What follows belongs to an exercise in optimizing a design on an open flow for small area; a production flow would make more cautious choices. Function was checked by simulation only, so behaviour that the tests miss may differ from the original.

==> flow/design.v (excerpt) <==
module db_filter ( clk,
					 rst, 
					 bs_luma,
					 bs_chroma_1, 
					 bs_chroma_2, 
                     qp1_i, qp2_i,
					 select,
					 p3_1_i, p2_1_i, p1_1_i, p0_1_i, q0_1_i, q1_1_i, q2_1_i, q3_1_i,
                     p3_2_i, p2_2_i, p1_2_i, p0_2_i, q0_2_i, q1_2_i, q2_2_i, q3_2_i,
                     p3_3_i, p2_3_i, p1_3_i, p0_3_i, q0_3_i, q1_3_i, q2_3_i, q3_3_i,
                     p3_4_i, p2_4_i, p1_4_i, p0_4_i, q0_4_i, q1_4_i, q2_4_i, q3_4_i,
					 p3_1_o, p2_1_o, p1_1_o, p0_1_o, q0_1_o, q1_1_o, q2_1_o, q3_1_o,
                     p3_2_o, p2_2_o, p1_2_o, p0_2_o, q0_2_o, q1_2_o, q2_2_o, q3_2_o,
                     p3_3_o, p2_3_o, p1_3_o, p0_3_o, q0_3_o, q1_3_o, q2_3_o, q3_3_o,
                     p3_4_o, p2_4_o, p1_4_o, p0_4_o, q0_4_o, q1_4_o, q2_4_o, q3_4_o
                    );
==> module rca, before the edit <==
module rca #(parameter W = 8) (a, b, ci, s, co);
input  [W-1:0] a, b;
input          ci;
output [W-1:0] s;
output         co;
wire   [W:0]   c;
assign c[0] = ci;
genvar i;
generate for (i = 0; i < W; i = i + 1) begin : bit_
	assign s[i]   = a[i] ^ b[i] ^ c[i];
	assign c[i+1] = (a[i] & b[i]) | (c[i] & (a[i] ^ b[i]));
end endgenerate
assign co = c[W];
endmodule
==> module line_pre, before the edit <==
module line_pre ( pix, en, nalpha1, nts1, nbeta1, tc0_l, ntc0_l, tc_c,
                  edge_on, ap, aq, con_s, dm, clip_l, clip_c, difp, difq );
input  [63:0] pix;       
input         en;        
input  [7:0]  nalpha1;   
input  [7:0]  nts1;      
input  [4:0]  nbeta1;    
input  [4:0]  tc0_l;     
input  [5:0]  ntc0_l;    
input  [4:0]  tc_c;      
output        edge_on, ap, aq, con_s;
output [5:0]  dm;
output        clip_l, clip_c;
output [5:0]  difp, difq;
wire [7:0] p2 = pix[55:48], p1 = pix[47:40], p0 = pix[39:32];
wire [7:0] q0 = pix[31:24], q1 = pix[23:16], q2 = pix[15:8];
wire [8:0] e   = {1'b0, q0} - {1'b0, p0};        
wire       e_s = e[8];
wire [7:0] e_x = e[7:0] ^ {8{e_s}};
wire ca, cs;
rcc #(8) cmp_a (.a(e_x), .b(nalpha1), .ci(e_s), .co(ca));
rcc #(8) cmp_s (.a(e_x), .b(nts1),    .ci(e_s), .co(cs));
assign con_s = ~cs;
wire b_p1, b_q1;
beta_test bt_p1 (.a(p1), .b(p0), .nbeta1(nbeta1), .ok(b_p1));
beta_test bt_q1 (.a(q1), .b(q0), .nbeta1(nbeta1), .ok(b_q1));
beta_test bt_p2 (.a(p2), .b(p0), .nbeta1(nbeta1), .ok(ap));
beta_test bt_q2 (.a(q2), .b(q0), .nbeta1(nbeta1), .ok(aq));
assign edge_on = en & ~ca & b_p1 & b_q1;
wire [8:0] u = {1'b0, p1} - {1'b0, q1};
wire [9:0] w;
wire       w_co;
rca #(10) add_w (.a({e_s, e}), .b({u[8], u[8], u[8], u[8:2]}), .ci(1'b1), .s(w), .co(w_co));
wire [8:0] delta = w[9:1];
wire       s     = delta[8];
wire [7:0] y     = delta[7:0] ^ {8{s}};    
wire       big   = |y[7:5];                
assign dm = {s, delta[4:0]};
wire [4:0] dd;
wire       dc;
rca #(5) sub_d (.a(y[4:0]), .b(~tc0_l), .ci(s), .s(dd), .co(dc));
assign clip_l = big | (dc & ((~ap & ~aq) | ((ap ^ aq) & (|dd)) | (ap & aq & (|dd[4:1]))));
wire cc5;
rcc #(5) cmp_c (.a(y[4:0]), .b(~tc_c), .ci(s), .co(cc5));
assign clip_c = big | cc5;
wire [8:0] a_c;
rca #(8) add_a (.a(p0), .b(q0), .ci(1'b1), .s(a_c[7:0]), .co(a_c[8]));
wire [7:0] avg = a_c[8:1];
p1_pre pp (.x2(p2), .x1(p1), .avg(avg), .tc0(tc0_l), .ntc0(ntc0_l), .dif(difp));
p1_pre pq (.x2(q2), .x1(q1), .avg(avg), .tc0(tc0_l), .ntc0(ntc0_l), .dif(difq));
endmodule
export LEC_CHECK = 0
export CAP_MARGIN = 20
export CORE_MARGIN = 2
export CORE_UTILIZATION = 40
export SLEW_MARGIN = 20
create_clock -name core_clock -period 9.0 [get_ports {clk}]
standard.sh (not shown) runs the stock make flow with config.mk's settings and CLKGATE_MAP_FILE= SYNTH_SCRIPT=/design/flow/synth_recipe.tcl, a recipe that flattens the netlist after the stock synthesis.
==> flow/flow/run.sh <==
#!/bin/bash
set -euo pipefail
HERE=$(pwd)
FLOWDIR=$HERE/flow

# ORFS synth.tcl with the ABC script replaced by ours
sed -e "s#-script \$abc_script#-script $FLOWDIR/abc_area.script#" \
    $FLOW_HOME/scripts/synth_preamble.tcl > $HERE/my_synth_preamble.tcl
sed -e "s#source \$::env(SCRIPTS_DIR)/synth_preamble.tcl#source $HERE/my_synth_preamble.tcl#" \
    -e "s#extract_fa {\*}\[dont_use_extract_fa_args\]#extract_fa -fa#" \
    $FLOW_HOME/scripts/synth.tcl > $HERE/my_synth.tcl
grep -q "my_synth_preamble.tcl" $HERE/my_synth.tcl
grep -q "extract_fa -fa" $HERE/my_synth.tcl
grep -q "$FLOWDIR/abc_area.script" $HERE/my_synth_preamble.tcl
# The standard flow's synthesis script, sourcing the modified synth.tcl
sed -e "s#source \$::env(SCRIPTS_DIR)/synth.tcl#source $HERE/my_synth.tcl#" \
    $HERE/synth_recipe.tcl > $HERE/my_synth_recipe.tcl
grep -q "my_synth.tcl" $HERE/my_synth_recipe.tcl
# standard.sh with our synthesis script
sed -e "s#SYNTH_SCRIPT=[^ ]*#SYNTH_SCRIPT=$HERE/my_synth_recipe.tcl#" $HERE/standard.sh > $HERE/my_standard.sh
grep -q "my_synth_recipe.tcl" $HERE/my_standard.sh

export SYNTH_ARGS="-noabc"
export BUFFER_PORTS_ARGS="-buffer_cell sky130_fd_sc_hd__buf_1"
if [[ -s $FLOWDIR/cts_args.txt ]]; then
  export CTS_ARGS="$(cat $FLOWDIR/cts_args.txt)"
fi
bash $HERE/my_standard.sh > $HERE/standard.log 2>&1
==> flow/flow/abc_area.script <==
&get -n
&st
&dch
&nf -R 1000
&put
==> flow/flow/cts_args.txt <==
-sink_clustering_enable -repair_clock_nets -dont_use_dummy_load -buf_list sky130_fd_sc_hd__clkbuf_8 -sink_clustering_size 16 -sink_clustering_max_diameter 60
==> next run, changes <==
--- a/flow/design.v
+++ b/flow/design.v
@@ -212,6 +212,5 @@
 genvar i;
 generate for (i = 0; i < W; i = i + 1) begin : bit_
-	assign s[i]   = a[i] ^ b[i] ^ c[i];
-	assign c[i+1] = (a[i] & b[i]) | (c[i] & (a[i] ^ b[i]));
+	assign {c[i+1], s[i]} = a[i] + b[i] + c[i];
 end endgenerate
 assign co = c[W];
@@ -258,5 +257,8 @@
 wire [7:0] p2 = pix[55:48], p1 = pix[47:40], p0 = pix[39:32];
 wire [7:0] q0 = pix[31:24], q1 = pix[23:16], q2 = pix[15:8];
-wire [8:0] e   = {1'b0, q0} - {1'b0, p0};        
+wire [8:0] e;                                    
+wire       e_co;
+rca #(8) sub_e (.a(q0), .b(~p0), .ci(1'b1), .s(e[7:0]), .co(e_co));
+assign e[8] = ~e_co;
 wire       e_s = e[8];
 wire [7:0] e_x = e[7:0] ^ {8{e_s}};
@@ -271,5 +273,8 @@
 beta_test bt_q2 (.a(q2), .b(q0), .nbeta1(nbeta1), .ok(aq));
 assign edge_on = en & ~ca & b_p1 & b_q1;
-wire [8:0] u = {1'b0, p1} - {1'b0, q1};
+wire [8:0] u;                                    
+wire       u_co;
+rca #(8) sub_u (.a(p1), .b(~q1), .ci(1'b1), .s(u[7:0]), .co(u_co));
+assign u[8] = ~u_co;
 wire [9:0] w;
 wire       w_co;
The new run produced a clean layout; worst hold slack improves by 0.0075 ns; setup slack gains 0.024 ns; synthesized area drops slightly; clock-buffer cell count came out higher by 2; final cell count went down by a few percent; via count shrinks by a few percent.

-- what the ideal ports hide --
The results above use ideal ports. As a check the final layouts listed here were re-extracted and re-timed, cells and wires unchanged.
Step 1: set_driving_cell puts a clkbuf_16 on clk and a buf_2 on each other input, an assumption about the parent block.
Step 2 adds t to the input delays and takes it off the output delays; t is the mean of the earliest and latest rising clock arrival at the registers after step 1. Input paths then give back, and output paths get back, about the clock's delay inside the block.
Three values: no drivers, after step 1, after step 2; two values: the first two.
| run | t, ns | setup WS [ns] | worst slew at a driven data input, ns |
|---|---|---|---|
| the first run | 0.830 | 0.213 / 0.142 / 0.315 | 0.13 |
| the second run | 0.849 | 0.237 / 0.164 / 0.415 | 0.09 |
After both steps every run listed still meets setup and hold.
